From an optimization exercise on the open Yosys and OpenROAD flow, aimed at small area and a short achievable clock period; shortcuts taken in it are not production practice. The RTL was checked by simulation tests, not by an equivalence proof against the original design. The clock port is modelled as an ideal driver; clocking choices that lean on that would not hold on a real chip.

==> flow/design.v <==
`timescale 1ns/1ps
module ao8 (
    input  logic [7:0] s,
    input  logic [7:0] d,
    output logic       y
);
    assign y = |(s & d);
endmodule
module nor2m (input logic a, b, output logic y);
    assign y = ~(a | b);
endmodule
module nor3m (input logic a, b, c, output logic y);
    assign y = ~(a | b | c);
endmodule
module nand4m (input logic a, b, c, d, output logic y);
    assign y = ~(a & b & c & d);
endmodule
module pre3k (
    input  logic [2:0] a,
    input  logic       idle,
    input  logic       k,
    input  logic [7:0] t,
    input  logic       tk,
    output logic [7:0] y_n
);
    always_comb begin
        for (int i = 0; i < 8; i++)
            y_n[i] = ~((idle && k && a == i[2:0]) || (t[i] && tk));
    end
endmodule
module pre3u (
    input  logic [2:0] a,
    input  logic       idle,
    input  logic [7:0] t,
    output logic [7:0] y_n
);
    always_comb begin
        for (int i = 0; i < 8; i++)
            y_n[i] = ~((idle && a == i[2:0]) || t[i]);
    end
endmodule
module wdat (
    input  logic [7:0] datain,
    input  logic       idle,
    input  logic       pat,
    output logic [7:0] wd
);
    assign wd = idle ? datain : {pat, 1'b0, pat, 1'b0, pat, 1'b0, pat, 1'b0};
endmodule
module bist #(
    parameter size   = 6,
    parameter length = 8
)(
    input  logic                 clk,
    input  logic                 rst,
    input  logic                 start,
    input  logic                 csin,
    input  logic                 rwbarin,
    input  logic                 opr,
    input  logic [size-1:0]      address,
    input  logic [length-1:0]    datain,
    output logic [length-1:0]    dataout,
    output logic                 fail
);
    logic       NbarT;
    logic       cout;
    logic [7:0] qlo;        
    logic [7:0] qhi;        
    logic       q6;         
    logic       pat;        
    wire next_T = NbarT ? ~cout : start;
    always_ff @(posedge clk or posedge rst) begin
        if (rst)
            NbarT <= 1'b0;
        else
            NbarT <= next_T;
    end
    always_ff @(posedge clk or posedge rst) begin
        if (rst) begin
            qlo <= 8'd0;
            qhi <= 8'd0;
        end else if (!next_T) begin
            qlo <= 8'd0;
            qhi <= 8'd0;
        end else if (!NbarT) begin
            qlo <= 8'd1;
            qhi <= 8'd1;
        end else begin
            qlo <= {qlo[6:0], qlo[7]};
            if (qlo[7])
                qhi <= {qhi[6:0], qhi[7]};
        end
    end
    always_ff @(posedge clk) begin
        if (!NbarT) begin
            q6   <= 1'b0;
            cout <= 1'b0;
        end else begin
            if (qlo[7] && qhi[7])
                q6 <= ~q6;
            cout <= qlo[7] && qhi[7] && q6;
        end
    end
    wire q_zero = qlo[0] && qhi[0] && !q6;
    always_ff @(posedge clk or posedge rst) begin
        if (rst)
            pat <= 1'b0;
        else if (NbarT && q_zero)
            pat <= 1'b1;
    end
    wire [7:0] P = {pat, 1'b0, pat, 1'b0, pat, 1'b0, pat, 1'b0};
    wire next_q6 = NbarT && (q6 ^ (qlo[7] && qhi[7]));
    logic idle, tr, tw;
    always_ff @(posedge clk or posedge rst) begin
        if (rst) begin
            idle <= 1'b1;
            tr   <= 1'b0;
            tw   <= 1'b0;
        end else begin
            idle <= ~next_T;
            tr   <= next_T && next_q6;
            tw   <= next_T && !next_q6;
        end
    end
    wire       we   = tw || (idle && !rwbarin);
    wire [7:0] wd   = idle ? datain : P;
    logic [7:0] rlo_n, rhi_n, wlo_n, whi_n;
    pre3k u_rlo (.a(address[2:0]), .idle(idle), .k(rwbarin),  .t(qlo), .tk(tr), .y_n(rlo_n));
    pre3u u_rhi (.a(address[5:3]), .idle(idle), .t(qhi), .y_n(rhi_n));
    pre3k u_wlo (.a(address[2:0]), .idle(idle), .k(~rwbarin), .t(qlo), .tk(tw), .y_n(wlo_n));
    pre3u u_whi (.a(address[5:3]), .idle(idle), .t(qhi), .y_n(whi_n));
    logic [63:0] rsel, wen;
    for (genvar r = 0; r < 64; r++) begin : g_sel
        nor2m u_rs (.a(rhi_n[r / 8]), .b(rlo_n[r % 8]), .y(rsel[r]));
        nor2m u_ws (.a(whi_n[r / 8]), .b(wlo_n[r % 8]), .y(wen[r]));
    end
    logic [7:0] mem [64];
    logic [7:0] wdg [4];
    for (genvar g = 0; g < 4; g++) begin : g_wd
        wdat u_wd (.datain(datain), .idle(idle), .pat(pat), .wd(wdg[g]));
    end
    for (genvar r = 0; r < 64; r++) begin : g_word
        always_ff @(posedge clk) begin
            if (wen[r])
                mem[r] <= wdg[r / 16];
        end
    end
    wire [7:0] bw = wd & {8{we}};
    logic [7:0] rd;
    for (genvar b = 0; b < 8; b++) begin : g_bit
        logic [63:0] col;
        logic [7:0]  p;
        logic [3:0]  n;
        for (genvar r = 0; r < 64; r++) begin : g_col
            assign col[r] = mem[r][b];
        end
        for (genvar m = 0; m < 8; m++) begin : g_p
            ao8 u_ao (.s(rsel[m*8 +: 8]), .d(col[m*8 +: 8]), .y(p[m]));
        end
        nor2m  u_n0 (.a(p[0]), .b(p[1]), .y(n[0]));
        nor2m  u_n1 (.a(p[2]), .b(p[3]), .y(n[1]));
        nor2m  u_n2 (.a(p[4]), .b(p[5]), .y(n[2]));
        nor3m  u_n3 (.a(p[6]), .b(p[7]), .c(bw[b]), .y(n[3]));
        nand4m u_rd (.a(n[0]), .b(n[1]), .c(n[2]), .d(n[3]), .y(rd[b]));
    end
    logic [7:0] dout;
    always_ff @(posedge clk) begin
        dout <= rd;
    end
    assign dataout = dout;
    always_ff @(posedge clk or posedge rst) begin
        if (rst)
            fail <= 1'b0;
        else if (NbarT && q_zero)
            fail <= 1'b0;
        else if (NbarT && opr && q6 && (dataout != P))
            fail <= 1'b1;
    end
endmodule
clock: 6.0 ns
lec_check: 0
cap_margin: 20
core_margin: 2
core_utilization: 70
cts_buf_list: sky130_fd_sc_hd__clkbuf_8
cts_cluster_diameter: 80
cts_cluster_size: 16
setup_slack_margin: 3.4
slew_margin: 20
synth_hierarchical: 1
standard.sh (not shown) runs the stock make flow with config.mk's settings and CLKGATE_MAP_FILE= SYNTH_SCRIPT=/design/flow/synth_recipe.tcl, a recipe that flattens the netlist after the stock synthesis.
==> flow/flow/run.sh <==
#!/bin/bash
# The standard layout, with extra timing repair, greedy resizing of the
# worst path (cells on it and the other loads of its nets) and area recovery after CTS (flow/extra_cts.tcl) and after
# global routing (flow/extra_grt.tcl), run through ORFS's POST_CTS_TCL and
# POST_GLOBAL_ROUTE_TCL hooks.
bash standard.sh "POST_CTS_TCL=$PWD/flow/extra_cts.tcl" "POST_GLOBAL_ROUTE_TCL=$PWD/flow/extra_grt.tcl" finish > standard.log 2>&1
Other scripts of this flow, unchanged in this note and not shown: flow/flow/downsize.tcl, flow/flow/extra_cts.tcl, flow/flow/extra_grt.tcl, flow/flow/upsize.tcl
Then changed:
--- a/flow/config.mk
+++ b/flow/config.mk
@@ -10,4 +10,3 @@
-export CORE_UTILIZATION = 70
-export CTS_BUF_LIST = sky130_fd_sc_hd__clkbuf_8
-export CTS_CLUSTER_DIAMETER = 80
-export CTS_CLUSTER_SIZE = 16
+export CORE_UTILIZATION = 60
+export CTS_CLUSTER_DIAMETER = 120
+export CTS_CLUSTER_SIZE = 24
Via count goes down by 2.1%.
Core utilization goes down by 10 points.
Setup slack improves by 0.028 ns.

[re-timing with driven ports]
In the flow no input, the clock included, has a driving cell. The finished layouts below were timed again as built, in two steps.
Step 1 sets driving cells, clkbuf_16 on the clock port and buf_2 on the other inputs (assumed; they add their load-dependent delay and slew).
Step 2 times the ports against the registers' clock, not the clock port: input delays grow and output delays shrink by t, the midpoint of the rising clock arrivals with the driver on.
Slacks: no drivers / after step 1 / after step 2; pairs: no drivers / after step 1.
run | t (ns) | slack for setup (ns) | clock arrival spread, ns
the first run | 0.616 | 3.389 / 3.396 / 2.780 | 0.029 / 0.030
the second run | 0.617 | 3.416 / 3.426 / 2.810 | 0.028 / 0.027
After both steps setup and hold are still met in every run listed. The setup slack of the first run, which loses most, moves by +0.007 ns with the drivers and by -0.609 ns with both steps.
